From an optimization exercise on the open Yosys and OpenROAD flow, aimed at small area and a short achievable clock period; shortcuts taken in it are not production practice.
At most, simulation tests tie the RTL to the original design; equivalence was not proved.
Function not checked in runs 2 and 3: the RTL went through the layout flow alone.

==> flow/design.v, too long to show whole: its modules and the start of the top module <==
// module fp_mult_round: 62 lines
// module fp_mult_prep: 57 lines
// module fp_mult_flags: 32 lines
// module fp_mult_tree: 1955 lines
// module fp_mult_top: 84 lines
module fp_mult_top (
     clk, rst, rnd, a, b, z, status
);
  // ...
==> flow/flow/run.sh <==
#!/bin/bash
# The standard layout (standard.sh) with these make settings:
#  - port buffers are sky130_fd_sc_hd__buf_2 cells
#  - SYNTH_ARGS=-noabc: Yosys synth skips its early generic ABC pass, so that the
#    adder extraction sees the RTL's full adders as written
set -euo pipefail
bash standard.sh SETUP_SLACK_MARGIN=5.5 "BUFFER_PORTS_ARGS=-buffer_cell sky130_fd_sc_hd__buf_2" "SYNTH_ARGS=-noabc" finish > standard_make.log 2>&1
==> flow/standard.sh <==
#!/bin/bash
# synth_recipe.tcl (not shown) runs the flow's synth.tcl, then flattens the netlist and writes it again
# the make line also repeats each setting of config.mk as NAME=value (left out here)
make -C /OpenROAD-flow-scripts/flow DESIGN_CONFIG=/design/flow/config.mk WORK_HOME=/design/flow/orfs CLKGATE_MAP_FILE= SYNTH_SCRIPT=/design/flow/synth_recipe.tcl "${@:-finish}"
==> flow/config.mk <==
export PLATFORM = sky130hd
export DESIGN_NAME = fp_mult_top
export DESIGN_NICKNAME = fp_mult_top
export VERILOG_FILES = /design/flow/design.v
export SDC_FILE = /design/flow/constraint.sdc
export NUM_CORES = 4
export LEC_CHECK = 0
export CAP_MARGIN = 20
export CORE_MARGIN = 2
export CORE_UTILIZATION = 60
export CTS_BUF_LIST = sky130_fd_sc_hd__clkbuf_4 sky130_fd_sc_hd__clkbuf_8
export SLEW_MARGIN = 20
==> flow/constraint.sdc <==
create_clock -name core_clock -period 11.0 [get_ports {clk}]
set_input_delay 2.2000 -clock core_clock [delete_from_list [all_inputs] [get_ports {clk}]]
set_output_delay 2.2000 -clock core_clock [all_outputs]
set_load 0.01 [all_outputs]
==> Flow_metrics.wiki, run 1 <==
{| class="wikitable"
! Metric !! Value
|-
| Ys Warns || 4
|-
| Number of rows in the core area || 64
|-
| Critical path capture point || hn2$_DFF_P_
|-
| Via Count || 17668
|-
| Final count of negative-setup-slack endpoints || 0
|-
| Pin count of the biggest net entering global routing || 45
|-
| Final Instance Area || 20600 sq um
|-
| Well tap count || 396
|-
| Count of clock tree sinks || 164
|-
| Combined area of the multi-input logic cells || 15100 sq um
|-
| Max-cap violations || 0
|-
| Bufs on Longest Clock Path || 2
|-
| Global-route congestion overflow total || 0
|-
| Critical path buffer and inverter count || 2
|-
| Clock transition at the register clock pins on the worst setup and hold paths after CTS || 0.09 ns
|-
| Met1 routing resource usage after global routing || 53.4%
|-
| Maximum fanout along the worst path || 8
|-
| Post-detail-place hpwl || 47300 um
|-
| Final cell count without fillers || 2500
|-
| Commonest non-fill, non-tap cell in the layout || xnor2_1
|-
| Outcome || complete, no violations
|-
| EDFF count, synth || 0
|-
| Most common cell in the netlist || xnor2_1
|-
| Clock-cell share of area || 1.80%
|-
| Worst flop-to-flop path startpoint || x31[21]$_DFF_P_
|-
| Count of buffers from port buffering || 106
|-
| Biggest registers after layout || p2: 26 flops, x31: 25 flops, x1: 23 flops
|-
| Initial antenna violation count || 1
|-
| Class of the worst hold path || reg -> reg
|-
| Critical Path RT || 11.36 ns
|-
| Inverters, non-clock || 58
|-
| Wire length the detailed router placed on met1 || 26800 um
|-
| Cell count along the critical path || 17
|-
| Top cell type's share of synthesized area || 18.0%
|}
==> module fp_mult_flags, before the edit <==
module fp_mult_flags (
    input  logic [9:0] e0,        
    input  logic [2:0] rnd,
    input  logic       s,
    input  logic       sticky,
    output logic [2:0] ovf,       
    output logic [2:0] unf,       
    output logic       rne,       
    output logic       incg,      
    output logic       incn,      
    output logic       ovinf,     
    output logic       unmin      
);
    logic m1, m2, m3, m4, m5, up;
    always_comb begin
        for (int k = 0; k < 3; k++) begin
            ovf[k] = $signed(e0) > $signed(10'd254 - 10'(k));
            unf[k] = $signed(e0) < $signed(10'd1 - 10'(k));
        end
        m1 = (rnd == 3'd1);
        m2 = (rnd == 3'd2);
        m3 = (rnd == 3'd3);
        m4 = (rnd == 3'd4);
        m5 = (rnd == 3'd5);
        up = (m2 & ~s) | (m3 & s);       
        rne = ~(m1 | m2 | m3 | m4 | m5);
        incg = up | m5 | (m4 & (~s | sticky)) | (rne & sticky);
        incn = sticky & (up | m5);
        ovinf = ~(m1 | (m2 & s) | (m3 & ~s));
        unmin = up | m5;
    end
endmodule
==> run 2: changes to the inputs <==
--- a/flow/design.v
+++ b/flow/design.v
@@ -131,5 +131,4 @@
     output logic       unmin      
 );
-    logic m1, m2, m3, m4, m5, up;
     always_comb begin
         for (int k = 0; k < 3; k++) begin
@@ -137,15 +136,13 @@
             unf[k] = $signed(e0) < $signed(10'd1 - 10'(k));
         end
-        m1 = (rnd == 3'd1);
-        m2 = (rnd == 3'd2);
-        m3 = (rnd == 3'd3);
-        m4 = (rnd == 3'd4);
-        m5 = (rnd == 3'd5);
-        up = (m2 & ~s) | (m3 & s);       
-        rne = ~(m1 | m2 | m3 | m4 | m5);
-        incg = up | m5 | (m4 & (~s | sticky)) | (rne & sticky);
-        incn = sticky & (up | m5);
-        ovinf = ~(m1 | (m2 & s) | (m3 & ~s));
-        unmin = up | m5;
+        rne = 1'b0; incg = 1'b0; incn = 1'b0; ovinf = 1'b1; unmin = 1'b0;
+        case (rnd)
+            3'd1: begin ovinf = 1'b0; end
+            3'd2: begin incg = ~s; incn = ~s & sticky; ovinf = ~s; unmin = ~s; end
+            3'd3: begin incg = s; incn = s & sticky; ovinf = s; unmin = s; end
+            3'd4: begin incg = ~s | sticky; end
+            3'd5: begin incg = 1'b1; incn = sticky; unmin = 1'b1; end
+            default: begin rne = 1'b1; incg = sticky; end
+        endcase
     end
 endmodule
==> run 2 against run 1 <==
Flip-flop and latch count stayed put. Non-clock buffer count is 7 higher. Hold slack worse by 0.0032 ns. Clock skew is 0.0032 ns higher. Synthesized area is 0.46% lower. Critical path depth is 2 lower. Critical path type unchanged. Critical endpoint is now p2[46]$_DFF_P_. Highest routed layer is now met4.
==> Flow_metrics.wiki, run 2 <==
{| class="wikitable"
! Metric !! Value
|-
| Nature of the critical path endpoint || register
|-
| Overall die height || 181 um
|-
| CTS tree || built
|-
| Detailed-router iteration count before antenna repair || 11
|-
| Wire length per cell after detailed routing || 25.6 um
|-
| Inserted Diodes || 0
|-
| Final count of hold timing violations || 0
|-
| Data arrival at the endpoint of the critical path || 5.79 ns
|-
| Vias in the first global route || 16121
|-
| Layout Skew || 0.0170 ns
|-
| Hold buffers post-CTS || 0
|-
| Leading register cell type out of synthesis || dfxtp_1
|-
| Global-route congestion overflow total || 0 (unchanged)
|-
| Total Routing Usage GR || 37.4%
|-
| Count of clock tree sinks || 164 (unchanged)
|-
| Via Count || 17619 (-0.28%)
|-
| Final Routed Wirelength || 63700 um
|-
| Largest cells by area after synthesis || fa_1 18%, dfxtp_1 17%, xnor2_1 11%
|-
| Family with the most delay on the worst path || adder cells
|-
| Most used cell, CP || fa_1
|-
| Number of rows in the core area || 64 (unchanged)
|-
| Critical-path cell with the highest stage delay || fa_1
|-
| Net total in the final layout || 2428
|-
| Hold_sp || e01[4]$_DFF_P_
|-
| Class of the worst hold path || reg -> reg
|-
| Commonest non-fill, non-tap cell in the layout || xnor2_1
|-
| Clock root cell || clkbuf_8
|-
| Most flops, register || p2
|-
| Final count of negative-setup-slack endpoints || 0 (unchanged)
|-
| Worst flop-to-flop path startpoint || x31[5]$_DFF_P_
|-
| Critical path buffer and inverter count || 0 (-2)
|-
| Cell breakdown of the critical path || a22o_1, a221oi_1, xnor2_1, fa_1, fa_1, fa_1, ha_1, a21o_1, a311o_1, a31o_2, and2_4, nor3_4, a21oi_2, or4_1, o311ai_1
|-
| Hold EP || e02[4]$_DFF_P_
|-
| CP startpoint || x31[5]$_DFF_P_
|-
| Layout-stage area growth over the synthesis result || 9.83%
|-
| Chip Width || 181 um
|-
| RSZ-0062 raised after global routing || yes
|-
| Final period utilization || 49.5%
|-
| Reg2Reg Depth || 15
|-
| Pin count of the biggest net entering global routing || 49 (+8.9%)
|-
| FF+latch count, synth || 164
|-
| Slew Limit Fails || 0
|-
| Flip-flop count of the largest register after layout || 26
|-
| Final critical delay including setup and external delays || 5.44 ns
|-
| Syn avg cell area || 8.97 sq um
|-
| FMAX || 184 MHz
|-
| Bufs on Longest Clock Path || 2 (unchanged)
|-
| Reg2Reg Setup Slack || 5.56 ns
|-
| Initial antenna violation count || 0 (-1)
|-
| Critical path startpoint category || register
|-
| Max-cap violations || 0 (unchanged)
|-
| Most used cells in the layout excluding fill and tap cells || 230 x xnor2_1, 165 x fa_1, 158 x a22o_1
|-
| Global placer's final weighted congestion || 0.967
|-
| Synth async-reset ratio || 0%
|-
| Sequential cell area fraction in the yosys report || 17.5%
|-
| Antenna violation net count after detailed routing || 0
|-
| Area of the core || 30700 sq um
|-
| Htree depth || 4
|-
| EDFF count, synth || 0 (unchanged)
|-
| Count of mapped cells out of synthesis || 2093
|-
| Cell variety after synth || 75
|-
| Pre-CTS worst setup slack || 4.74 ns
|-
| Die Area || 32700 sq um
|-
| Path type of the worst setup path || reg -> reg
|-
| Relative slew margins || 40.2%
|-
| Post-detail-place hpwl || 45200 um (-4.4%)
|-
| Final setup slack of the worst path || 5.56 ns
|-
| Cell type with the largest total area after synthesis || fa_1
|-
| Clock buffer count from CTS || 17
|-
| Hold-critical path depth || 0
|-
| Endpoint of the worst-slack reg-to-reg timing path || p2[46]$_DFF_P_
|-
| Clock transition at the register clock pins on the worst setup and hold paths after CTS || 0.09 ns (about the same)
|-
| Tightest Pin Transition || 0.874 ns
|-
| Critical Path RT || 11.35 ns (about the same)
|-
| Most common cell in the netlist || xnor2_1
|-
| Outcome || complete, no violations
|-
| Count of buffers from port buffering || 106 (unchanged)
|-
| Crit-path max cell delay || 0.54 ns
|-
| Global-route wire length before repair || 95900 um
|-
| Top cell type's share of synthesized area || 18.1% (+0.084 points)
|-
| Via density || 7.07
|-
| Maximum fanout along the worst path || 8 (unchanged)
|-
| Number of violations reported at the end of detailed-routing iteration 0 || 2603
|-
| Share of final-layout standard cells stronger than drive strength 1 || 17.0%
|-
| Remaining design rule violation count || 0
|-
| Post-Syn Area || 18800 sq um
|-
| Ys Warns || 4 (unchanged)
|-
| Initial core utilization || 61.2%
|-
| Aggregate negative setup slack || 0 ns
|-
| Skew-Pair Late Insertion Delay || 0.46 ns
|-
| Biggest registers after layout || p2: 26 flops, x31: 25 flops, x1: 23 flops
|-
| Leading cell types by count after synthesis || 233 x xnor2_1, 172 x clkbuf_1, 170 x fa_1
|-
| I/O pin count || 109
|}
## run 2: cell types whose count changed in the layout (fill, tap and decap cells not counted), sizes merged, moves of 6 or more
cell   change
nand2     -14
o21a       +6
a31oi      -6
nand3      -6
nor2      -13
o21ai     +17
buf        +9
inv        +9
a21o      -12
nor3       +6
a21oi     -14
## run 2: cells by family (layout without fill, tap and decap cells)
kind of cell / after synthesis / in the layout / synth area share, %
other: 1 / 2 / 0.0200
AO/OA/AOI/OAI: 696 / 696 / 27.8
flip-flops: 164 / 164 / 17.5
buffers and inverters: 270 / 271 / 5.70
adder cells (fa/ha/maj): 276 / 276 / 25.2
XOR/XNOR: 271 / 271 / 12.6
multiplexers: 14 / 14 / 0.767
AND/OR/NAND/NOR: 401 / 401 / 10.3
## run 2: area by class of cell
type / count / area, sq um
clock buffer: 18 / 248
clock inverter: 13 / 144
fill: 2561 / 10100
inverter: 71 / 270
multi-input combinational: 1660 / 14900
sequential: 164 / 3450
tap: 396 / 495
timing repair buffer: 169 / 1090
## run 2: stage by stage
step	hold slack, ns	instances	cell area [sq um]	utilization [%]
2_1_floorplan	0.337	2094	18800	-
3_3_place_gp	0.360	2428	19200	62.7
3_5_place_dp	0.360	2429	19200	62.7
4_1_cts	0.373	2472	20100	65.4
5_1_grt	0.382	2491	20600	67.2
6_report	0.375	2491	20600	67.2
## run 2: how the worst max path moves through the flow
stage | endpoint | slack [ns] | depth (start not counted)
2_1_floorplan | hn2$_DFF_P_ | 5.55 | 18
3_3_place_gp | hn2$_DFF_P_ | 4.82 | 15
3_5_place_dp | p2[46]$_DFF_P_ | 4.74 | 16
4_1_cts | p2[46]$_DFF_P_ | 5.48 | 17
5_1_grt | p2[46]$_DFF_P_ | 5.43 | 16
6_report | p2[46]$_DFF_P_ | 5.56 | 15
## run 2: metal layers
metal | up-vias | global-route usage [%] | part of all wire (%)
li1 | 7730 | - | -
met2 | 1175 | 52.5 | 40
met4 | 0 | 9.39 | 3.4
met1 | 8485 | 55.9 | 43
met5 | - | 0 | 0
met3 | 229 | 11.2 | 13
## run 2: timing repair
| action | in CTS | in global routing |
|---|---|---|
| setup endpoints to repair | 59 | 34 |
| pin swaps | 10 | 27 |
| buffers inserted | 12 | 19 |
| resized for setup | 125 | 77 |
==> run 3: changes to the inputs <==
==> flow/flow/run.sh (replaced) <==
#!/bin/bash
# The standard layout (standard.sh, synthesis unchanged) with two make settings:
#  - the port buffers are sky130_fd_sc_hd__buf_2 cells
set -euo pipefail
bash standard.sh SETUP_SLACK_MARGIN=5.5 "BUFFER_PORTS_ARGS=-buffer_cell sky130_fd_sc_hd__buf_2" finish > standard_make.log 2>&1
==> run 3 against run 2 <==
Still clean. Setup slack worse by 0.070 ns. First-iteration DRC count is 22% lower. Via count is 2.2% higher. Largest cell class unchanged.
==> Flow_metrics.wiki, run 3 <==
{| class="wikitable"
! Metric !! Value
|-
| Critical Path RT || 11.44 ns (+0.09 ns)
|-
| Pin count of the biggest net entering global routing || 59 (+20%)
|-
| Chip Width || 184 um (+2.0%)
|-
| Count of clock tree sinks || 164 (unchanged)
|-
| Slew Limit Fails || 0 (unchanged)
|-
| Final Routed Wirelength || 62400 um (-2.0%)
|-
| Clock root cell || clkbuf_8
|-
| Relative slew margins || 47.7% (+7.5 points)
|-
| Layout-stage area growth over the synthesis result || 7.93%
|-
| Overall die height || 184 um (+2.0%)
|-
| Commonest non-fill, non-tap cell in the layout || inv_1
|-
| Number of rows in the core area || 66 (+3.1%)
|-
| Die Area || 34000 sq um (+4.0%)
|-
| Final critical delay including setup and external delays || 5.51 ns (+0.0699 ns)
|-
| Total Routing Usage GR || 37.0% (-0.41 points)
|-
| Multiplexer fraction of the synthesized cell area || 0.519% (-0.25 points)
|-
| Most used cells in the layout excluding fill and tap cells || 222 x inv_1, 192 x xnor2_1, 170 x fa_1
|-
| Remaining design rule violation count || 0 (unchanged)
|-
| XOR/XNOR share of the synthesized area || 12.0% (-0.68 points)
|-
| CTS tree || built
|-
| Critical path startpoint category || register
|-
| Initial core utilization || 60.5% (-0.67 points)
|-
| Outcome || complete, no violations
|-
| Cell type with the largest total area after synthesis || fa_1
|-
| Clock transition at the register clock pins on the worst setup and hold paths after CTS || 0.09 ns (about the same)
|-
| EDFF count, synth || 0 (unchanged)
|-
| Leading register cell type out of synthesis || dfxtp_1
|-
| Initial antenna violation count || 0 (unchanged)
|-
| Max-cap violations || 0 (unchanged)
|-
| Count of mapped cells out of synthesis || 2284 (+9.1%)
|-
| Cell variety after synth || 83 (+11%)
|-
| Area fraction in and, or, nand and nor cells after synthesis || 10.3% (-0.032 points)
|-
| Antenna violation net count after detailed routing || 0 (unchanged)
|-
| Via density || 6.65 (-6.0%)
|-
| Final count of hold timing violations || 0 (unchanged)
|-
| Highest metal layer with signal wires || met4
|-
| Post-detail-place hpwl || 45200 um (about the same)
|-
| Global-route wire length before repair || 96100 um (+0.30%)
|-
| Final count of negative-setup-slack endpoints || 0 (unchanged)
|-
| Pre-CTS worst setup slack || 4.98 ns (+0.234 ns)
|-
| Global-route congestion overflow total || 0 (unchanged)
|-
| Htree depth || 4 (unchanged)
|-
| Tightest Pin Transition || 0.779 ns (-0.0955 ns)
|-
| Aggregate negative setup slack || 0 ns (unchanged)
|-
| Nature of the critical path endpoint || register
|-
| Wire length the detailed router placed on met1 || 25000 um (-8.9%)
|-
| FMAX || 181 MHz (-1.3%)
|-
| Most used cell, CP || fa_1
|-
| Final Instance Area || 21100 sq um (+2.3%)
|-
| Count of buffers from port buffering || 106 (unchanged)
|-
| Final period utilization || 50.1% (+0.64 points)
|-
| Cell breakdown of the critical path || a221oi_2, xnor2_1, fa_1, inv_1, fa_1, fa_1, fa_1, inv_1, ha_2, nand4_1, buf_4, nor3_4, a22oi_2, and3_4, nand2_2, a211oi_4, or4b_1, nand3_1
|-
| Vias in the first global route || 17125 (+6.2%)
|-
| Ys Warns || 4 (unchanged)
|-
| Largest cells by area after synthesis || fa_1 17%, dfxtp_1 17%, xnor2_1 8.6%
|-
| Via Count || 18011 (+2.2%)
|-
| Most flops, register || p2
|-
| FF+latch count, synth || 164 (unchanged)
|-
| Net total in the final layout || 2600 (+7.1%)
|-
| Biggest registers after layout || p2: 26 flops, x31: 25 flops, x1: 23 flops
|-
| Wire length per cell after detailed routing || 23.1 um (-9.9%)
|-
| Sequential cell area fraction in the yosys report || 16.8% (-0.69 points)
|-
| Class of the worst hold path || reg -> reg
|-
| Post-Syn Area || 19500 sq um (+4.1%)
|-
| Final setup slack of the worst path || 5.49 ns (-0.0699 ns)
|-
| Number of violations reported at the end of detailed-routing iteration 0 || 2028 (-22%)
|-
| Synthesized-area fraction occupied by ao, oa, aoi and oai cells || 27.5% (-0.35 points)
|-
| Synthesized-area fraction occupied by adder cells || 24.3% (-0.93 points)
|-
| Leading cell types by count after synthesis || 222 x inv_1, 193 x xnor2_1, 173 x clkbuf_1
|-
| Skew-Pair Late Insertion Delay || 0.51 ns (+0.05 ns)
|-
| Inserted Diodes || 0 (unchanged)
|-
| Top cell type's share of synthesized area || 17.4% (-0.72 points)
|-
| Share of final-layout standard cells stronger than drive strength 1 || 13.6% (-3.4 points)
|-
| Met3 wire length || 6420 um (-25%)
|-
| Wire length on met2 || 27800 um (+8.9%)
|-
| Area of the core || 32300 sq um (+5.3%)
|-
| Bufs on Longest Clock Path || 2 (unchanged)
|-
| Main combinational cell family by area after synthesis || compound AO/OA/AOI/OAI gates
|-
| Flip-flop count of the largest register after layout || 26 (unchanged)
|-
| Path type of the worst setup path || reg -> reg
|-
| Synth async-reset ratio || 0% (unchanged)
|-
| Most common cell in the netlist || inv_1
|-
| RSZ-0062 raised after global routing || yes
|-
| Syn avg cell area || 8.56 sq um (-4.6%)
|-
| Detailed-router iteration count before antenna repair || 7 (-4)
|-
| Crit-path max cell delay || 0.82 ns (+0.28 ns)
|-
| Total cell area at the placement stage || 20100 sq um (+4.7%)
|-
| Data arrival at the endpoint of the critical path || 5.95 ns (+0.16 ns)
|-
| Critical-path cell with the highest stage delay || dfxtp_2
|-
| Global placer's final weighted congestion || 0.926 (-4.3%)
|-
| Maximum fanout along the worst path || 24 (+16)
|-
| Clock buffer count from CTS || 17 (unchanged)
|-
| I/O pin count || 109 (unchanged)
|-
| Layout Skew || 0.0167 ns (-0.000239 ns)
|}
==> run 3: changes by cell type after synthesis, sizes merged, moves of 8 or more <==
cell,delta
xor2,+36
a21oi,+20
nor2,+23
buf,+14
nand2,-13
xnor2,-40
a22oi,-8
inv,+154
==> run 3: kinds of logic after synthesis <==
family          Yosys count
compound gates          719
xor+xnor                267
fa+ha+maj               277
buf+inv                 438
flops                   164
mux                      10
other cells               1
simple gates            408
==> run 3: per-layer routing <==
layer	vias to the layer above	track usage, %
met3	246	9.43
met2	1018	57.5
li1	8108	-
met1	8639	47.9
met4	0	18.3
met5	-	0
==> run 3: worst max-delay path: cells and delay by family (launching register included) <==
kind,cells,cell delay [ns]
xor gates and xnor gates,1,0.19
DFF,1,0.82
and+or+nand+nor,6,1.38
adders and majority gates,5,2.31
buffers and inverters,3,0.31
AOI/OAI and AO/OA,3,0.41
==> run 3: worst paths after layout <==
kind	from	slack [ns]	end	cells after the start
worst max-delay path	s11[3]$_DFF_P_	5.49	p2[44]$_DFF_P_	18
worst min-delay path	e01[3]$_DFF_P_	0.38	e02[3]$_DFF_P_	0
worst max register to register	s11[3]$_DFF_P_	5.49	p2[44]$_DFF_P_	18
worst min register to register	e01[3]$_DFF_P_	0.38	e02[3]$_DFF_P_	0
==> run 3: repair_timing <==
item / CTS / global route
buffers inserted: 1 / 9
gates resized for setup: 29 / 87
cloned: 0 / 0
pin swaps: 3 / 14
endpoints found under the setup margin: 23 / 41
hold buffers: 0 / 0
==> run 3: layout make-up <==
type                       count  area (sq um)
inverter                     225           845
clock buffer                  19           262
fill                        2825         11200
sequential                   164          3350
timing repair buffer         163           992
tap                          442           553
clock inverter                12           168
multi-input combinational   1683         14900
==> run 3: per-stage QoR <==
stage	util [%]	hold slack [ns]	std cells
finish	65.3	0.376	2708
global placement	62.4	0.362	2667
global route	65.3	0.384	2708
floorplan	-	0.351	2285
CTS	64.0	0.374	2699
detailed placement	62.4	0.364	2667
==> run 4: changes to the inputs <==
--- a/flow/design.v
+++ b/flow/design.v
@@ -131,4 +131,5 @@
     output logic       unmin      
 );
+    logic m1, m2, m3, m4, m5, up;
     always_comb begin
         for (int k = 0; k < 3; k++) begin
@@ -136,13 +137,15 @@
             unf[k] = $signed(e0) < $signed(10'd1 - 10'(k));
         end
-        rne = 1'b0; incg = 1'b0; incn = 1'b0; ovinf = 1'b1; unmin = 1'b0;
-        case (rnd)
-            3'd1: begin ovinf = 1'b0; end
-            3'd2: begin incg = ~s; incn = ~s & sticky; ovinf = ~s; unmin = ~s; end
-            3'd3: begin incg = s; incn = s & sticky; ovinf = s; unmin = s; end
-            3'd4: begin incg = ~s | sticky; end
-            3'd5: begin incg = 1'b1; incn = sticky; unmin = 1'b1; end
-            default: begin rne = 1'b1; incg = sticky; end
-        endcase
+        m1 = (rnd == 3'd1);
+        m2 = (rnd == 3'd2);
+        m3 = (rnd == 3'd3);
+        m4 = (rnd == 3'd4);
+        m5 = (rnd == 3'd5);
+        up = (m2 & ~s) | (m3 & s);       
+        rne = ~(m1 | m2 | m3 | m4 | m5);
+        incg = up | m5 | (m4 & (~s | sticky)) | (rne & sticky);
+        incn = sticky & (up | m5);
+        ovinf = ~(m1 | (m2 & s) | (m3 & ~s));
+        unmin = up | m5;
     end
 endmodule
==> flow/flow/run.sh (replaced) <==
#!/bin/bash
# The standard layout (standard.sh) with these make settings:
#  - port buffers are sky130_fd_sc_hd__buf_2 cells
#  - SYNTH_ARGS=-noabc: Yosys synth skips its early generic ABC pass (the
#    registers and their names come out as in the standard synthesis)
#  - DONT_USE_CELLS: the platform's list, plus the slow stacked OR3/OR4/AND4
#    cells, so that mapping builds wide ORs/ANDs from NAND/NOR gates
set -euo pipefail
DU="sky130_fd_sc_hd__probe_p_8 sky130_fd_sc_hd__probec_p_8 sky130_fd_sc_hd__lpflow_bleeder_1 sky130_fd_sc_hd__lpflow_clkbufkapwr_1 sky130_fd_sc_hd__lpflow_clkbufkapwr_16 sky130_fd_sc_hd__lpflow_clkbufkapwr_2 sky130_fd_sc_hd__lpflow_clkbufkapwr_4 sky130_fd_sc_hd__lpflow_clkbufkapwr_8 sky130_fd_sc_hd__lpflow_clkinvkapwr_1 sky130_fd_sc_hd__lpflow_clkinvkapwr_16 sky130_fd_sc_hd__lpflow_clkinvkapwr_2 sky130_fd_sc_hd__lpflow_clkinvkapwr_4 sky130_fd_sc_hd__lpflow_clkinvkapwr_8 sky130_fd_sc_hd__lpflow_decapkapwr_12 sky130_fd_sc_hd__lpflow_decapkapwr_3 sky130_fd_sc_hd__lpflow_decapkapwr_4 sky130_fd_sc_hd__lpflow_decapkapwr_6 sky130_fd_sc_hd__lpflow_decapkapwr_8 sky130_fd_sc_hd__lpflow_inputiso0n_1 sky130_fd_sc_hd__lpflow_inputiso0p_1 sky130_fd_sc_hd__lpflow_inputiso1n_1 sky130_fd_sc_hd__lpflow_inputiso1p_1 sky130_fd_sc_hd__lpflow_inputisolatch_1 sky130_fd_sc_hd__lpflow_isobufsrc_1 sky130_fd_sc_hd__lpflow_isobufsrc_16 sky130_fd_sc_hd__lpflow_isobufsrc_2 sky130_fd_sc_hd__lpflow_isobufsrc_4 sky130_fd_sc_hd__lpflow_isobufsrc_8 sky130_fd_sc_hd__lpflow_isobufsrckapwr_16 sky130_fd_sc_hd__lpflow_lsbuf_lh_hl_isowell_tap_1 sky130_fd_sc_hd__lpflow_lsbuf_lh_hl_isowell_tap_2 sky130_fd_sc_hd__lpflow_lsbuf_lh_hl_isowell_tap_4 sky130_fd_sc_hd__lpflow_lsbuf_lh_isowell_4 sky130_fd_sc_hd__lpflow_lsbuf_lh_isowell_tap_1 sky130_fd_sc_hd__lpflow_lsbuf_lh_isowell_tap_2 sky130_fd_sc_hd__lpflow_lsbuf_lh_isowell_tap_4"
DU="$DU sky130_fd_sc_hd__or4_1 sky130_fd_sc_hd__or4_2 sky130_fd_sc_hd__or4_4"
DU="$DU sky130_fd_sc_hd__or4b_1 sky130_fd_sc_hd__or4b_2 sky130_fd_sc_hd__or4b_4"
DU="$DU sky130_fd_sc_hd__or4bb_1 sky130_fd_sc_hd__or4bb_2 sky130_fd_sc_hd__or4bb_4"
DU="$DU sky130_fd_sc_hd__or3_1 sky130_fd_sc_hd__or3_2 sky130_fd_sc_hd__or3_4"
DU="$DU sky130_fd_sc_hd__or3b_1 sky130_fd_sc_hd__or3b_2 sky130_fd_sc_hd__or3b_4"
DU="$DU sky130_fd_sc_hd__and4_1 sky130_fd_sc_hd__and4_2 sky130_fd_sc_hd__and4_4"
bash standard.sh SETUP_SLACK_MARGIN=5.5 "BUFFER_PORTS_ARGS=-buffer_cell sky130_fd_sc_hd__buf_2" \
    "SYNTH_ARGS=-noabc" "DONT_USE_CELLS=$DU" finish > standard_make.log 2>&1
==> run 4 against run 3 <==
Still clean. Synthesized area is 3.1% lower. Global-route usage is 1.6 points lower. First-iteration DRC count is 26% higher. Sequential share of layout area is 0.64 points higher. Via count is 2.7% lower. Synthesized cell count is 7.8% lower. Routed wire length is 3.6% lower. Die area is 3.0% lower.
==> Flow_metrics.wiki, run 4 <==
{| class="wikitable"
! Metric !! Value
|-
| Outcome || complete, no violations
|-
| Detailed-router iteration count before antenna repair || 6 (-1)
|-
| Global-route congestion overflow total || 0 (unchanged)
|-
| Tightest Pin Transition || 1.05 ns (+0.275 ns)
|-
| Layout Skew || 0.0205 ns (+0.00378 ns)
|-
| Fin util || 65.8% (+0.51 points)
|-
| Htree depth || 4 (unchanged)
|-
| Area of the core || 31300 sq um (-3.0%)
|-
| Global placer's final weighted congestion || 0.936 (+1.1%)
|-
| Largest cells by area after synthesis || fa_1 18%, dfxtp_1 17%, xnor2_1 11%
|-
| Most common cell in the netlist || xnor2_1
|-
| Pin count of the biggest net entering global routing || 45 (-24%)
|-
| Flip-flop count of the largest register after layout || 26 (unchanged)
|-
| Ys Warns || 4 (unchanged)
|-
| Synth async-reset ratio || 0% (unchanged)
|-
| I/O pin count || 109 (unchanged)
|-
| Leading register cell type out of synthesis || dfxtp_1
|-
| Syn avg cell area || 9.00 sq um (+5.2%)
|-
| Biggest registers after layout || p2: 26 flops, x31: 25 flops, x1: 23 flops
|-
| Die Area || 33000 sq um (-3.0%)
|-
| Family with the most delay on the worst path || adder cells
|-
| Net total in the final layout || 2439 (-6.2%)
|-
| Final Routed Wirelength || 60200 um (-3.6%)
|-
| Layout-stage area growth over the synthesis result || 8.80%
|-
| Cell type with the largest total area after synthesis || fa_1
|-
| Remaining design rule violation count || 0 (unchanged)
|-
| Slew Limit Fails || 0 (unchanged)
|-
| Share of final-layout standard cells stronger than drive strength 1 || 15.6% (+2.0 points)
|-
| Final count of negative-setup-slack endpoints || 0 (unchanged)
|-
| Aggregate negative setup slack || 0 ns (unchanged)
|-
| Initial core utilization || 60.5% (about the same)
|-
| Skew-Pair Late Insertion Delay || 0.50 ns (about the same)
|-
| Cell variety after synth || 87 (+4.8%)
|-
| Critical path startpoint category || register
|-
| Data arrival at the endpoint of the critical path || 5.84 ns (-0.11 ns)
|-
| Via Count || 17531 (-2.7%)
|-
| Commonest non-fill, non-tap cell in the layout || xnor2_1
|-
| Class of the worst hold path || reg -> reg
|-
| Global-route wire length before repair || 91400 um (-4.9%)
|-
| Sequential cell area fraction in the yosys report || 17.3% (+0.53 points)
|-
| Number of rows in the core area || 65 (-1.5%)
|-
| Clock root cell || clkbuf_8
|-
| Critical-path cell with the highest stage delay || dfxtp_1
|-
| Instance count after placement with tap cells included || 2446 (-8.3%)
|-
| Clock buffer count from CTS || 17 (unchanged)
|-
| Initial antenna violation count || 0 (unchanged)
|-
| FMAX || 183 MHz (+1.2%)
|-
| Final cell count without fillers || 2509 (-7.3%)
|-
| Fill cell total of the finished layout || 2657 (-5.9%)
|-
| Maximum fanout along the worst path || 8 (-67%)
|-
| Bufs on Longest Clock Path || 2 (unchanged)
|-
| RSZ-0062 raised after global routing || yes
|-
| CTS tree || built
|-
| Inserted Diodes || 0 (unchanged)
|-
| Relative slew margins || 29.1% (-19 points)
|-
| Nature of the critical path endpoint || register
|-
| Crit-path max cell delay || 0.51 ns (-0.31 ns)
|-
| Vias in the first global route || 16141 (-5.7%)
|-
| Clock transition at the register clock pins on the worst setup and hold paths after CTS || 0.10 ns (about the same)
|-
| Post-detail-place hpwl || 43300 um (-4.1%)
|-
| Wire length per cell after detailed routing || 24.0 um (+4.1%)
|-
| Number of violations reported at the end of detailed-routing iteration 0 || 2546 (+26%)
|-
| Final count of hold timing violations || 0 (unchanged)
|-
| Count of buffers from port buffering || 106 (unchanged)
|-
| Path type of the worst setup path || reg -> reg
|-
| Post-Syn Area || 18900 sq um (-3.1%)
|-
| Antenna violation net count after detailed routing || 0 (unchanged)
|-
| Top cell type's share of synthesized area || 18.0% (+0.55 points)
|-
| Count of mapped cells out of synthesis || 2105 (-7.8%)
|-
| Via density || 6.99 (+5.1%)
|-
| Max-cap violations || 0 (unchanged)
|-
| Most used cell, CP || fa_1
|-
| Hold-critical path depth || 0 (unchanged)
|-
| EDFF count, synth || 0 (unchanged)
|-
| Critical Path RT || 11.39 ns (-0.05 ns)
|-
| FF+latch count, synth || 164 (unchanged)
|-
| Leading cell types by count after synthesis || 231 x xnor2_1, 170 x fa_1, 169 x a221oi_1
|-
| Final period utilization || 49.5% (-0.57 points)
|-
| Most flops, register || p2
|-
| Overall die height || 182 um (-1.5%)
|-
| Chip Width || 182 um (-1.5%)
|-
| Most used cells in the layout excluding fill and tap cells || 228 x xnor2_1, 165 x fa_1, 160 x a22o_1
|-
| Final critical delay including setup and external delays || 5.45 ns (-0.0627 ns)
|-
| Cell count along the critical path || 16 (-2)
|-
| Reg2Reg Depth || 16 (-2)
|-
| Count of clock tree sinks || 164 (unchanged)
|-
| Hold slack final || 0.371 ns (-0.00458 ns)
|-
| Total Routing Usage GR || 35.3% (-1.6 points)
|-
| Critical path buffer and inverter count || 1 (-2)
|-
| Cell breakdown of the critical path || a22o_1, a221oi_1, xnor2_1, fa_1, fa_1, fa_1, fa_1, ha_1, nand4_1, nor4_2, o211ai_2, a31o_4, a211oi_4, buf_4, a21oi_1, xnor2_1
|}
==> run 4: cell count changes after synthesis, moves of 8 or more <==
| cell | change |
|---|---|
| inv_1 | -161 |
| xor2_1 | -41 |
| xnor2_1 | +38 |
| a21o_1 | +20 |
| o21ai_0 | -18 |
| a21oi_1 | -13 |
| nand2b_1 | +10 |
| o21a_1 | -10 |
| nand3_1 | +9 |
| a31oi_1 | +8 |
==> run 4: area by class of cell <==
class	count	area [sq um]	share of cell area (%)
inverter	61	229	1.11
clock buffer	17	234	1.14
sequential	164	3400	16.5
clock inverter	15	208	1.01
tap	402	503	2.44
multi-input combinational	1683	15000	72.7
timing repair buffer	167	1050	5.09
==> run 4: final timing paths <==
check,from,to,slack [ns]
worst max-delay path,x31[16]$_DFF_P_,p2[40]$_DFF_P_,5.55
worst min-delay path,e01[2]$_DFF_P_,e02[2]$_DFF_P_,0.37
worst max register to register,x31[16]$_DFF_P_,p2[40]$_DFF_P_,5.55
worst min register to register,e01[2]$_DFF_P_,e02[2]$_DFF_P_,0.37
==> run 4: kinds of logic (layout without fill, tap and decap cells) <==
logic type                 count (synthesis)  in the layout  share of synthesized area [%]
xor gates and xnor gates                 264            264                           12.2
muxes                                     10             10                          0.561
adders and majority gates                276            276                           25.0
buffers and inverters                    260            260                           5.31
AOI/OAI and AO/OA                        699            700                           28.3
DFF                                      164            164                           17.3
other                                      1              2                         0.0198
and+or+nand+nor                          431            431                           11.3
==> run 4: what timing repair did <==
| item | CTS | global route |
|---|---|---|
| pin swaps | 0 | 16 |
| endpoints found under the setup margin | 59 | 23 |
| gates cloned | 0 | 1 |
| gates resized for setup | 43 | 89 |
| buffers inserted | 4 | 26 |
| hold buffers | 0 | 0 |
==> run 4: metrics by stage <==
stage	worst slack, ns	instance area [sq um]
final	5.55	20600
after global placement	5.12	19400
after global routing	5.45	20600
after floorplan	5.71	18900
after detailed placement	5.03	19400
after CTS	5.49	20000
==> run 4: routing by layer <==
layer  GRT usage [%]  share of wire (%)  up-vias
met5               0                  0        -
met4            13.8                3.7        0
met3            10.1                 12      174
met2            51.7                 43     1086
met1            49.4                 41     8472
li1                -                  -     7799
==> run 5: changes to the inputs <==
--- a/flow/flow/run.sh
+++ b/flow/flow/run.sh
@@ -14,4 +14,4 @@
 DU="$DU sky130_fd_sc_hd__or3b_1 sky130_fd_sc_hd__or3b_2 sky130_fd_sc_hd__or3b_4"
 DU="$DU sky130_fd_sc_hd__and4_1 sky130_fd_sc_hd__and4_2 sky130_fd_sc_hd__and4_4"
-bash standard.sh SETUP_SLACK_MARGIN=5.5 "BUFFER_PORTS_ARGS=-buffer_cell sky130_fd_sc_hd__buf_2" \
+bash standard.sh SETUP_SLACK_MARGIN=5.75 "BUFFER_PORTS_ARGS=-buffer_cell sky130_fd_sc_hd__buf_2" \
     "SYNTH_ARGS=-noabc" "DONT_USE_CELLS=$DU" finish > standard_make.log 2>&1
==> run 5 against run 4 <==
Hold slack about the same. Cell count increased by 0.84%. Die area is the same. Register-to-register slack better by 0.24 ns. Design area rose by 3.1%. Flip-flop and latch count did not move. Critical path depth rose by 3.
==> Flow_metrics.wiki, run 5 <==
{| class="wikitable"
! Metric !! Value
|-
| Cell variety after synth || 87 (unchanged)
|-
| Post-Syn Area || 18900 sq um (unchanged)
|-
| Area fraction in and, or, nand and nor cells after synthesis || 11.3% (unchanged)
|-
| Pre-CTS worst setup slack || 5.07 ns (+0.0391 ns)
|-
| Commonest non-fill, non-tap cell in the layout || xnor2_1
|-
| Tightest Pin Transition || 1.09 ns (+0.0328 ns)
|-
| FMAX || 192 MHz (+4.7%)
|-
| Fill cell total of the finished layout || 2579 (-2.9%)
|-
| Global-route wire length before repair || 93900 um (+2.7%)
|-
| Largest cells by area after synthesis || fa_1 18%, dfxtp_1 17%, xnor2_1 11%
|-
| Via density || 7.02 (+0.50%)
|-
| Hold-critical path depth || 0 (unchanged)
|-
| Final period utilization || 47.3% (-2.2 points)
|-
| Wire length on met2 || 27200 um (+4.3%)
|-
| Critical Path RT || 11.37 ns (-0.02 ns)
|-
| Hold EP || e02[2]$_DFF_P_
|-
| Biggest registers after layout || p2: 26 flops, x31: 25 flops, x1: 23 flops
|-
| Data arrival at the endpoint of the critical path || 5.57 ns (-0.27 ns)
|-
| Top cell type's share of synthesized area || 18.0% (unchanged)
|-
| Bufs on Longest Clock Path || 2 (unchanged)
|-
| Initial antenna violation count || 0 (unchanged)
|-
| Remaining design rule violation count || 0 (unchanged)
|-
| EDFF count, synth || 0 (unchanged)
|-
| Final critical delay including setup and external delays || 5.21 ns (-0.243 ns)
|-
| Final count of negative-setup-slack endpoints || 0 (unchanged)
|-
| Synthesized-area fraction occupied by adder cells || 25.0% (unchanged)
|-
| Antenna violation net count after detailed routing || 0 (unchanged)
|-
| Htree depth || 4 (unchanged)
|-
| Reg2Reg Setup Slack || 5.79 ns (+0.24 ns)
|-
| Leading cell types by count after synthesis || 231 x xnor2_1, 170 x fa_1, 169 x a221oi_1
|-
| XOR/XNOR share of the synthesized area || 12.2% (unchanged)
|-
| Count of clock tree sinks || 164 (unchanged)
|-
| Initial core utilization || 60.5% (unchanged)
|-
| Inserted Diodes || 0 (unchanged)
|-
| Syn avg cell area || 9.00 sq um (unchanged)
|-
| Most flops, register || p2
|-
| Final Routed Wirelength || 62600 um (+4.1%)
|-
| Synth async-reset ratio || 0% (unchanged)
|-
| Leading register cell type out of synthesis || dfxtp_1
|-
| Via Count || 17766 (+1.3%)
|-
| Combined area of the multi-input logic cells || 15300 sq um (+2.0%)
|-
| Hold_sp || e01[2]$_DFF_P_
|-
| Final count of hold timing violations || 0 (unchanged)
|-
| Share of final-layout standard cells stronger than drive strength 1 || 19.2% (+3.6 points)
|-
| Count of buffers from port buffering || 106 (unchanged)
|-
| CP startpoint || x1[11]$_DFF_P_
|-
| Layout Skew || 0.0287 ns (+0.00813 ns)
|-
| Clock buffer count from CTS || 17 (unchanged)
|-
| Skew-Pair Late Insertion Delay || 0.49 ns (about the same)
|-
| Net total in the final layout || 2460 (+0.86%)
|-
| Most common cell in the netlist || xnor2_1
|-
| Clock root cell || clkbuf_8
|-
| Total Routing Usage GR || 36.4% (+1.1 points)
|-
| Nature of the critical path endpoint || register
|-
| Outcome || complete, no violations
|-
| RSZ-0062 raised after global routing || yes
|-
| Highest metal layer with signal wires || met4
|-
| Detailed-router iteration count before antenna repair || 8 (+2)
|-
| I/O pin count || 109 (unchanged)
|-
| Ys Warns || 4 (unchanged)
|-
| Endpoint of the worst-slack reg-to-reg timing path || hn2$_DFF_P_
|-
| Slew Limit Fails || 0 (unchanged)
|-
| Met3 wire length || 7000 um (-2.2%)
|-
| Area of the core || 31300 sq um (unchanged)
|-
| Path type of the worst setup path || reg -> reg
|-
| Post-detail-place hpwl || 43000 um (-0.80%)
|-
| Sequential Area || 3430 sq um (+0.88%)
|-
| CTS tree || built
|-
| Worst flop-to-flop path startpoint || x1[11]$_DFF_P_
|-
| Flip-flop count of the largest register after layout || 26 (unchanged)
|-
| Global placer's final weighted congestion || 0.955 (+2.0%)
|-
| Overall die height || 182 um (unchanged)
|-
| Vias in the first global route || 16502 (+2.2%)
|-
| Pin count of the biggest net entering global routing || 45 (unchanged)
|-
| Multiplexer fraction of the synthesized cell area || 0.561% (unchanged)
|-
| FF+latch count, synth || 164 (unchanged)
|-
| Synthesized-area fraction occupied by ao, oa, aoi and oai cells || 28.3% (unchanged)
|-
| Final setup slack of the worst path || 5.79 ns (+0.243 ns)
|-
| Sequential cell area fraction in the yosys report || 17.3% (unchanged)
|-
| Class of the worst hold path || reg -> reg
|-
| Global-route congestion overflow total || 0 (unchanged)
|-
| Die Area || 33000 sq um (unchanged)
|-
| Layout-stage area growth over the synthesis result || 12.1%
|-
| Hold buffers post-CTS || 0 (unchanged)
|-
| Reg2Reg Depth || 19 (+3)
|-
| Critical path startpoint category || register
|-
| Maximum fanout along the worst path || 25 (+17)
|-
| Aggregate negative setup slack || 0 ns (unchanged)
|-
| Main combinational cell family by area after synthesis || compound AO/OA/AOI/OAI gates
|-
| Relative slew margins || 26.9% (-2.2 points)
|-
| Max-cap violations || 0 (unchanged)
|-
| Number of violations reported at the end of detailed-routing iteration 0 || 2160 (-15%)
|-
| Wire length the detailed router placed on met1 || 25500 um (+3.2%)
|-
| Cell type with the largest total area after synthesis || fa_1
|-
| Count of mapped cells out of synthesis || 2105 (unchanged)
|-
| Chip Width || 182 um (unchanged)
|-
| Most used cells in the layout excluding fill and tap cells || 227 x xnor2_1, 160 x a22o_1, 160 x fa_1
|-
| Number of rows in the core area || 65 (unchanged)
|-
| Clock transition at the register clock pins on the worst setup and hold paths after CTS || 0.09 ns (about the same)
|-
| Wire length per cell after detailed routing || 24.8 um (+3.2%)
|}
## run 5: cell families (layout without fill, tap and decap cells)
logic type / count (synthesis) / in the layout
compound gates: 699 / 700
xor+xnor: 264 / 264
fa+ha+maj: 276 / 276
buf+inv: 260 / 281
flops: 164 / 164
mux: 10 / 10
other cells: 1 / 2
simple gates: 431 / 431
## run 5: cell type report
cell class,instances,area share [%]
clock inverter,15,0.901
sequential,164,16.2
timing repair buffer,188,6.48
clock buffer,17,1.10
multi-input combinational,1683,71.9
tap,402,2.37
inverter,61,1.08
## run 5: critical path: stages (launching register included)
cell	delay [ns]
dfxtp_1	0.32
buf_6	0.18
a22o_1	0.23
a221oi_2	0.23
xnor2_1	0.16
fa_1	0.52
fa_2	0.36
fa_2	0.54
fa_1	0.45
ha_4	0.31
nand4_1	0.15
buf_4	0.19
a211oi_2	0.19
a21o_1	0.15
a21oi_2	0.04
buf_6	0.13
a31o_4	0.27
a21oi_4	0.25
nand2_2	0.10
a211o_1	0.29
## run 5: how the worst max path moves through the flow
stage,slack [ns],end,cells after the start
4_1_cts,5.75,p2[44]$_DFF_P_,18
2_1_floorplan,5.77,p2[42]$_DFF_P_,16
3_5_place_dp,5.07,p2[42]$_DFF_P_,16
5_1_grt,5.60,p2[22]$_DFF_P_,15
3_3_place_gp,5.10,p2[42]$_DFF_P_,16
6_report,5.79,hn2$_DFF_P_,19
## run 5: repair_timing
action,4_1_cts,5_1_grt
setup buffers,11,33
cloned,1,5
pin swaps,15,59
gates resized for setup,107,118
endpoints found under the setup margin,62,29
## run 5: per-layer routing
metal,up-vias,GRT usage [%]
met4,0,16.0
met1,8606,50.2
met2,1078,54.0
met5,-,0
li1,7845,-
met3,237,9.35
## run 5: stage by stage
stage | cells | hold slack, ns | utilization [%] | area, sq um
after CTS | 2492 | 0.373 | 64.9 | 20300
after floorplan | 2106 | 0.351 | - | 18900
after global placement | 2448 | 0.363 | 62.1 | 19500
after global routing | 2530 | 0.389 | 67.9 | 21200
after detailed placement | 2448 | 0.360 | 62.1 | 19500
final | 2530 | 0.371 | 67.9 | 21200
==> run 6: changes to the inputs <==
--- a/flow/config.mk
+++ b/flow/config.mk
@@ -8,5 +8,5 @@
 export CAP_MARGIN = 20
 export CORE_MARGIN = 2
-export CORE_UTILIZATION = 60
+export CORE_UTILIZATION = 66
 export CTS_BUF_LIST = sky130_fd_sc_hd__clkbuf_4 sky130_fd_sc_hd__clkbuf_8
 export SLEW_MARGIN = 20
==> run 6 against run 5 <==
Cell count shrank 0.83%. Still clean on timing, DRC and antenna. Critical path depth decreased by 2. Core utilization rose by 6.2 points. Critical path type unchanged. Clock-buffer cell count unchanged. Sequential share of layout area is essentially flat. Largest cell class unchanged. Flip-flop and latch count unchanged. Register-to-register slack worse by 0.06 ns. First-iteration DRC count grew 17%. Setup slack lost 0.063 ns.
==> Flow_metrics.wiki, run 6 <==
{| class="wikitable"
! Metric !! Value
|-
| Post-detail-place hpwl || 44700 um (+4.0%)
|-
| Final critical delay including setup and external delays || 5.27 ns (+0.0627 ns)
|-
| Die Area || 30100 sq um (-8.9%)
|-
| Commonest non-fill, non-tap cell in the layout || xnor2_1
|-
| Fill cell total of the finished layout || 2090 (-19%)
|-
| Global placer's final weighted congestion || 0.993 (+4.0%)
|-
| RSZ-0062 raised after global routing || yes
|-
| Most used cells in the layout excluding fill and tap cells || 229 x xnor2_1, 160 x a22o_1, 158 x fa_1
|-
| Final Instance Area || 21100 sq um (-0.70%)
|-
| Vias in the first global route || 16985 (+2.9%)
|-
| Cell breakdown of the critical path || a22o_1, a221oi_2, xnor2_1, ha_1, fa_1, fa_1, fa_1, ha_4, nand4_1, a211oi_2, a21o_1, a21oi_2, buf_6, a31o_4, a211oi_4, nor2_1, o311ai_2
|-
| Crit-path max cell delay || 0.81 ns (+0.27 ns)
|-
| CTS tree || built
|-
| Leading cell types by count after synthesis || 231 x xnor2_1, 170 x fa_1, 169 x a221oi_1
|-
| Final period utilization || 47.9% (+0.57 points)
|-
| Top cell type's share of synthesized area || 18.0% (unchanged)
|-
| Count of buffers from port buffering || 106 (unchanged)
|-
| Final count of negative-setup-slack endpoints || 0 (unchanged)
|-
| Largest cells by area after synthesis || fa_1 18%, dfxtp_1 17%, xnor2_1 11%
|-
| Pin count of the biggest net entering global routing || 45 (unchanged)
|-
| Ys Warns || 4 (unchanged)
|-
| Most used cell, CP || fa_1
|-
| Flip-flop count of the largest register after layout || 26 (unchanged)
|-
| Most flops, register || p2
|-
| Remaining design rule violation count || 0 (unchanged)
|-
| Cell type with the largest total area after synthesis || fa_1
|-
| Inserted Diodes || 0 (unchanged)
|-
| Hold_sp || e01[2]$_DFF_P_
|-
| Net total in the final layout || 2457 (-0.12%)
|-
| Aggregate negative setup slack || 0 ns (unchanged)
|-
| Nature of the critical path endpoint || register
|-
| Critical-path cell with the highest stage delay || dfxtp_1
|-
| Clock buffer count from CTS || 17 (unchanged)
|-
| Sequential cell area fraction in the yosys report || 17.3% (unchanged)
|-
| Bufs on Longest Clock Path || 2 (unchanged)
|-
| Relative slew margins || 22.7% (-4.2 points)
|-
| Chip Width || 173 um (-4.6%)
|-
| Max-cap violations || 0 (unchanged)
|-
| Biggest registers after layout || p2: 26 flops, x31: 25 flops, x1: 23 flops
|-
| Antenna violation net count after detailed routing || 0 (unchanged)
|-
| I/O pin count || 109 (unchanged)
|-
| Via Count || 18346 (+3.3%)
|-
| Final Routed Wirelength || 65800 um (+5.1%)
|-
| Clock transition at the register clock pins on the worst setup and hold paths after CTS || 0.10 ns (about the same)
|-
| Layout Skew || 0.0149 ns (-0.0137 ns)
|-
| Global-route congestion overflow total || 0 (unchanged)
|-
| Htree depth || 4 (unchanged)
|-
| Clock root cell || clkbuf_8
|-
| Number of rows in the core area || 62 (-4.6%)
|-
| Slew Limit Fails || 0 (unchanged)
|-
| CP startpoint || x31[4]$_DFF_P_
|-
| Total Routing Usage GR || 41.5% (+5.1 points)
|-
| Data arrival at the endpoint of the critical path || 5.68 ns (+0.11 ns)
|-
| Most common cell in the netlist || xnor2_1
|-
| Maximum fanout along the worst path || 8 (-68%)
|-
| Hold buffers post-CTS || 0 (unchanged)
|-
| Critical path startpoint category || register
|-
| Cell variety after synth || 87 (unchanged)
|-
| Area of the core || 28500 sq um (-9.1%)
|-
| Class of the worst hold path || reg -> reg
|-
| Syn avg cell area || 9.00 sq um (unchanged)
|-
| EDFF count, synth || 0 (unchanged)
|-
| Leading register cell type out of synthesis || dfxtp_1
|-
| Layout-stage area growth over the synthesis result || 11.4%
|-
| Total cell area at the placement stage || 19500 sq um (+0.19%)
|-
| Final count of hold timing violations || 0 (unchanged)
|-
| Critical Path RT || 11.41 ns (+0.04 ns)
|-
| Count of mapped cells out of synthesis || 2105 (unchanged)
|-
| Worst flop-to-flop path startpoint || x31[4]$_DFF_P_
|-
| Count of clock tree sinks || 164 (unchanged)
|-
| FF+latch count, synth || 164 (unchanged)
|-
| Post-Syn Area || 18900 sq um (unchanged)
|-
| Skew-Pair Late Insertion Delay || 0.50 ns (about the same)
|-
| Wire length per cell after detailed routing || 26.2 um (+5.9%)
|-
| Tightest Pin Transition || 1.15 ns (+0.0621 ns)
|-
| Overall die height || 173 um (-4.6%)
|-
| Outcome || complete, no violations
|-
| Initial core utilization || 66.5% (+6.0 points)
|-
| Initial antenna violation count || 1 (+1)
|-
| Path type of the worst setup path || reg -> reg
|-
| Via density || 7.31 (+4.1%)
|-
| Number of violations reported at the end of detailed-routing iteration 0 || 2531 (+17%)
|-
| FMAX || 190 MHz (-1.2%)
|-
| Share of final-layout standard cells stronger than drive strength 1 || 18.6% (-0.58 points)
|-
| Global-route wire length before repair || 96900 um (+3.1%)
|-
| Reg2Reg Setup Slack || 5.73 ns (-0.06 ns)
|-
| Detailed-router iteration count before antenna repair || 10 (+2)
|-
| Synth async-reset ratio || 0% (unchanged)
|}
## run 6: cell counts after synthesis
No cell type changed its count.
## run 6: path summary, 6_finish.rpt
check	end	cells after the start
worst max-delay path	p2[44]$_DFF_P_	17
worst max register to register	p2[44]$_DFF_P_	17
worst min-delay path	e02[2]$_DFF_P_	0
worst min register to register	e02[2]$_DFF_P_	0
## run 6: repair_timing
action,in CTS,in global routing
pin swaps,12,31
cloned,0,2
buffers inserted,12,25
setup endpoints to repair,63,34
gates resized for setup,91,116
## run 6: cell families after synthesis
| logic type | Yosys count | share of synthesized area, % |
|---|---|---|
| AO/OA/AOI/OAI | 699 | 28.3 |
| XOR/XNOR | 264 | 12.2 |
| adder cells (fa/ha/maj) | 276 | 25.0 |
| buffers and inverters | 260 | 5.31 |
| flip-flops | 164 | 17.3 |
| multiplexers | 10 | 0.561 |
| other | 1 | 0.0198 |
| AND/OR/NAND/NOR | 431 | 11.3 |
## run 6: worst max-delay path: cells and delay by family (launching register included)
| family | cells | cell delay, ns |
|---|---|---|
| adders and majority gates | 5 | 2.18 |
| buffers and inverters | 1 | 0.13 |
| DFF | 1 | 0.81 |
| AOI/OAI and AO/OA | 8 | 1.58 |
| xor gates and xnor gates | 1 | 0.17 |
| and+or+nand+nor | 2 | 0.28 |
## run 6: metrics by stage
stage / worst slack [ns] / util [%] / hold slack, ns / cells
6_report: 5.73 / 74.1 / 0.377 / 2509
5_1_grt: 5.56 / 74.1 / 0.387 / 2509
4_1_cts: 5.75 / 71.4 / 0.375 / 2482
3_5_place_dp: 5.13 / 68.5 / 0.361 / 2438
3_3_place_gp: 5.19 / 68.5 / 0.356 / 2438
2_1_floorplan: 5.77 / - / 0.351 / 2106
## run 6: metal layers
layer / vias to the layer above / share of wire [%] / routed length [um] / global-route usage (%)
met4: 4 / 5.2 / 3450 / 19.8
met1: 8842 / 38 / 25300 / 55.3
met2: 1347 / 42 / 27900 / 60.9
li1: 7823 / - / - / -
met5: - / 0.067 / 44 / 0
met3: 330 / 14 / 9140 / 13.7
## run 6: area by class of cell
class	count	area, sq um	share of cell area, %
tap	384	480	2.28
clock inverter	15	190	0.901
timing repair buffer	186	1290	6.13
sequential	164	3400	16.1
multi-input combinational	1682	15300	72.4
inverter	61	229	1.09
clock buffer	17	234	1.11
==> run 7: changes to the inputs <==
--- a/flow/flow/run.sh
+++ b/flow/flow/run.sh
@@ -1,5 +1,5 @@
 #!/bin/bash
 # The standard layout (standard.sh) with these make settings:
-#  - port buffers are sky130_fd_sc_hd__buf_2 cells
+#  - port buffers are sky130_fd_sc_hd__buf_1 cells
 #  - SYNTH_ARGS=-noabc: Yosys synth skips its early generic ABC pass (the
 #    registers and their names come out as in the standard synthesis)
@@ -14,4 +14,4 @@
 DU="$DU sky130_fd_sc_hd__or3b_1 sky130_fd_sc_hd__or3b_2 sky130_fd_sc_hd__or3b_4"
 DU="$DU sky130_fd_sc_hd__and4_1 sky130_fd_sc_hd__and4_2 sky130_fd_sc_hd__and4_4"
-bash standard.sh SETUP_SLACK_MARGIN=5.75 "BUFFER_PORTS_ARGS=-buffer_cell sky130_fd_sc_hd__buf_2" \
+bash standard.sh SETUP_SLACK_MARGIN=5.75 "BUFFER_PORTS_ARGS=-buffer_cell sky130_fd_sc_hd__buf_1" \
     "SYNTH_ARGS=-noabc" "DONT_USE_CELLS=$DU" finish > standard_make.log 2>&1
--- a/flow/config.mk
+++ b/flow/config.mk
@@ -8,5 +8,5 @@
 export CAP_MARGIN = 20
 export CORE_MARGIN = 2
-export CORE_UTILIZATION = 66
+export CORE_UTILIZATION = 60
 export CTS_BUF_LIST = sky130_fd_sc_hd__clkbuf_4 sky130_fd_sc_hd__clkbuf_8
 export SLEW_MARGIN = 20
==> run 7 against run 6 <==
Still clean. Routed wire length is 5.0% lower. Sequential share of layout area increased by 0.17 points. Via count decreased by 3.4%. Cell count increased by 0.80%. Flip-flop and latch count stayed put. Maximum frequency increased by 0.78%. Global-route usage is 5.3 points lower. Hold slack better by 0.00087 ns.
==> Flow_metrics.wiki, run 7 <==
{| class="wikitable"
! Metric !! Value
|-
| Commonest non-fill, non-tap cell in the layout || xnor2_1
|-
| RSZ-0062 raised after global routing || yes
|-
| Initial antenna violation count || 0 (-1)
|-
| Critical Path RT || 11.38 ns (-0.03 ns)
|-
| Slew Limit Fails || 0 (unchanged)
|-
| I/O pin count || 109 (unchanged)
|-
| Number of violations reported at the end of detailed-routing iteration 0 || 2380 (-6.0%)
|-
| Clock root cell || clkbuf_8
|-
| Net total in the final layout || 2459 (+0.081%)
|-
| Total Routing Usage GR || 36.2% (-5.3 points)
|-
| Largest cells by area after synthesis || fa_1 18%, dfxtp_1 17%, xnor2_1 11%
|-
| Count of mapped cells out of synthesis || 2105 (unchanged)
|-
| Fraction of met2 tracks used by global routing || 53.2% (-7.7 points)
|-
| Final count of hold timing violations || 0 (unchanged)
|-
| Most used cells in the layout excluding fill and tap cells || 229 x xnor2_1, 160 x a22o_1, 154 x fa_1
|-
| Vias in the first global route || 16484 (-2.9%)
|-
| Clock transition at the register clock pins on the worst setup and hold paths after CTS || 0.10 ns (about the same)
|-
| Nature of the critical path endpoint || register
|-
| Leading register cell type out of synthesis || dfxtp_1
|-
| Total cell area at the placement stage || 19300 sq um (-0.95%)
|-
| Number of rows in the core area || 65 (+4.8%)
|-
| Reg2Reg Setup Slack || 5.77 ns (+0.04 ns)
|-
| FMAX || 191 MHz (+0.78%)
|-
| Skew-Pair Late Insertion Delay || 0.49 ns (about the same)
|-
| Reg2Reg Depth || 19 (+2)
|-
| Detailed-router iteration count before antenna repair || 8 (-2)
|-
| Via Count || 17721 (-3.4%)
|-
| Layout Skew || 0.0171 ns (+0.00220 ns)
|-
| Initial core utilization || 60.5% (-6.0 points)
|-
| Final Instance Area || 21200 sq um (+0.28%)
|-
| Wire length per cell after detailed routing || 24.7 um (-5.7%)
|-
| Final count of negative-setup-slack endpoints || 0 (unchanged)
|-
| Area of the core || 31300 sq um (+10%)
|-
| Ys Warns || 4 (unchanged)
|-
| Relative slew margins || 34.5% (+12 points)
|-
| Most flops, register || p2
|-
| Cell variety after synth || 87 (unchanged)
|-
| Critical path startpoint category || register
|-
| Sequential cell area fraction in the yosys report || 17.3% (unchanged)
|-
| Data arrival at the endpoint of the critical path || 5.61 ns (-0.07 ns)
|-
| Die Area || 33000 sq um (+9.8%)
|-
| Bufs on Longest Clock Path || 2 (unchanged)
|-
| CTS tree || built
|-
| Biggest registers after layout || p2: 26 flops, x31: 25 flops, x1: 23 flops
|-
| Overall die height || 182 um (+4.8%)
|-
| Aggregate negative setup slack || 0 ns (unchanged)
|-
| Fill cell total of the finished layout || 2556 (+22%)
|-
| Flip-flop count of the largest register after layout || 26 (unchanged)
|-
| Endpoint of the worst-slack reg-to-reg timing path || p2[46]$_DFF_P_
|-
| Syn avg cell area || 9.00 sq um (unchanged)
|-
| Htree depth || 4 (unchanged)
|-
| Busiest layer in global routing || met2
|-
| Critical path capture point || p2[46]$_DFF_P_
|-
| GR Util met3 || 8.60% (-5.1 points)
|-
| Share of final-layout standard cells stronger than drive strength 1 || 15.3% (-3.3 points)
|-
| Most common cell in the netlist || xnor2_1
|-
| FF+latch count, synth || 164 (unchanged)
|-
| Post-detail-place hpwl || 42700 um (-4.5%)
|-
| Clock buffer count from CTS || 17 (unchanged)
|-
| Outcome || complete, no violations
|-
| Layout-stage area growth over the synthesis result || 11.7%
|-
| Top cell type's share of synthesized area || 18.0% (unchanged)
|-
| Post-Syn Area || 18900 sq um (unchanged)
|-
| Count of buffers from port buffering || 106 (unchanged)
|-
| Met1 routing resource usage after global routing || 50.1% (-5.3 points)
|-
| EDFF count, synth || 0 (unchanged)
|-
| Remaining design rule violation count || 0 (unchanged)
|-
| Count of clock tree sinks || 164 (unchanged)
|-
| Global-route congestion overflow total || 0 (unchanged)
|-
| Maximum fanout along the worst path || 25 (+17)
|-
| Pin count of the biggest net entering global routing || 45 (unchanged)
|-
| Max-cap violations || 0 (unchanged)
|-
| Global placer's final weighted congestion || 0.957 (-3.6%)
|-
| Leading cell types by count after synthesis || 231 x xnor2_1, 170 x fa_1, 169 x a221oi_1
|-
| Path type of the worst setup path || reg -> reg
|-
| Final critical delay including setup and external delays || 5.23 ns (-0.0406 ns)
|-
| Final period utilization || 47.5% (-0.37 points)
|-
| Class of the worst hold path || reg -> reg
|-
| Tightest Pin Transition || 0.974 ns (-0.175 ns)
|-
| Worst flop-to-flop path startpoint || x1[14]$_DFF_P_
|-
| Chip Width || 182 um (+4.8%)
|-
| Cell type with the largest total area after synthesis || fa_1
|-
| Synth async-reset ratio || 0% (unchanged)
|-
| Global-route wire length before repair || 93400 um (-3.6%)
|-
| Inserted Diodes || 0 (unchanged)
|-
| Final Routed Wirelength || 62500 um (-5.0%)
|-
| Antenna violation net count after detailed routing || 0 (unchanged)
|-
| CP startpoint || x1[14]$_DFF_P_
|-
| Via density || 7.01 (-4.2%)
|}
## run 7: cells by family after synthesis
group                    after synthesis  share of synthesized area, %
AO/OA/AOI/OAI                        699                          28.3
multiplexers                          10                         0.561
AND/OR/NAND/NOR                      431                          11.3
adder cells (fa/ha/maj)              276                          25.0
other                                  1                        0.0198
buffers and inverters                260                          5.31
flip-flops                           164                          17.3
XOR/XNOR                             264                          12.2
## run 7: through the flow
stage	instances	setup WS [ns]	hold slack [ns]	util [%]
floorplan	2106	5.77	0.351	-
global placement	2446	5.12	0.364	61.7
detailed placement	2446	4.99	0.361	61.7
CTS	2495	5.75	0.379	64.6
global route	2529	5.68	0.401	67.6
finish	2529	5.77	0.378	67.6
## run 7: worst min-delay path by stage
| stage | from | to | cells past startpoint |
|---|---|---|---|
| 6_report | e01[2]$_DFF_P_ | e02[2]$_DFF_P_ | 0 |
| 3_5_place_dp | e01[2]$_DFF_P_ | e02[2]$_DFF_P_ | 0 |
| 2_1_floorplan | e01[2]$_DFF_P_ | e02[2]$_DFF_P_ | 0 |
| 3_3_place_gp | e01[2]$_DFF_P_ | e02[2]$_DFF_P_ | 0 |
| 5_1_grt | e01[2]$_DFF_P_ | e02[2]$_DFF_P_ | 0 |
| 4_1_cts | e01[2]$_DFF_P_ | e02[2]$_DFF_P_ | 0 |
## run 7: timing repair
action                                  in CTS  in global routing
pin swaps                                   14                 74
hold buffers                                 0                  0
buffers inserted                            17                 31
endpoints found under the setup margin      63                 29
gates cloned                                 0                  3
gates resized for setup                    124                134
## run 7: layout make-up
type	count	area (sq um)	area share, %
Multi-Input combinational cell	1682	15300	72.6
Sequential cell	164	3450	16.3
Timing Repair Buffer	188	1240	5.86
Tap cell	402	503	2.38
Clock buffer	17	234	1.11
Inverter	61	229	1.08
Clock inverter	15	153	0.722
## run 7: critical path, cell delays in order (launching register included)
cell,delay [ns]
dfxtp_1,0.32
buf_6,0.19
a22o_1,0.27
a221oi_2,0.26
xnor2_1,0.13
ha_1,0.37
fa_1,0.45
fa_1,0.49
fa_1,0.60
ha_4,0.23
a21o_1,0.17
a311oi_2,0.29
o21ai_1,0.13
a21oi_2,0.17
buf_6,0.14
a31o_4,0.22
a21oi_4,0.11
buf_6,0.16
and3_1,0.14
a211o_1,0.26
## run 7: routing by layer
| metal | vias to the layer above | part of all wire, % | wire length, um |
|---|---|---|---|
| met2 | 1071 | 43 | 27100 |
| met3 | 250 | 11 | 6950 |
| met5 | - | 0 | 0 |
| li1 | 7840 | - | - |
| met4 | 0 | 5.0 | 3150 |
| met1 | 8560 | 41 | 25400 |

==> separate check: timing with driven ports <==
In the flow no input, the clock included, has a driving cell. The finished layouts below were timed again as built, in two steps. Step 1 (the two cells are an assumption about what drives the block):
set clk [get_ports {clk}]
set_driving_cell -lib_cell sky130_fd_sc_hd__clkbuf_16 $clk
set_driving_cell -lib_cell sky130_fd_sc_hd__buf_2 [delete_from_list [all_inputs] $clk]
Step 2 times the ports against the registers' clock, not the clock port: input delays grow and output delays shrink by t, the midpoint of the rising clock arrivals with the driver on. Slacks: ideal ports / drivers / drivers and shift; pairs: ideal ports / drivers.
run	shift t [ns]	setup slack, ns	slew at the worst register clock pin (ns)
run 1	0.526	5.630 / 5.630 / 5.630	0.09 / 0.09
run 2	0.510	5.557 / 5.522 / 5.557	0.10 / 0.10
run 3	0.549	5.487 / 5.487 / 5.487	0.10 / 0.10
run 4	0.546	5.550 / 5.550 / 5.550	0.12 / 0.12
run 5	0.530	5.793 / 5.793 / 5.793	0.11 / 0.11
run 6	0.542	5.731 / 5.731 / 5.731	0.10 / 0.10
run 7	0.534	5.771 / 5.771 / 5.771	0.10 / 0.10
After both steps every run listed still meets setup and hold.
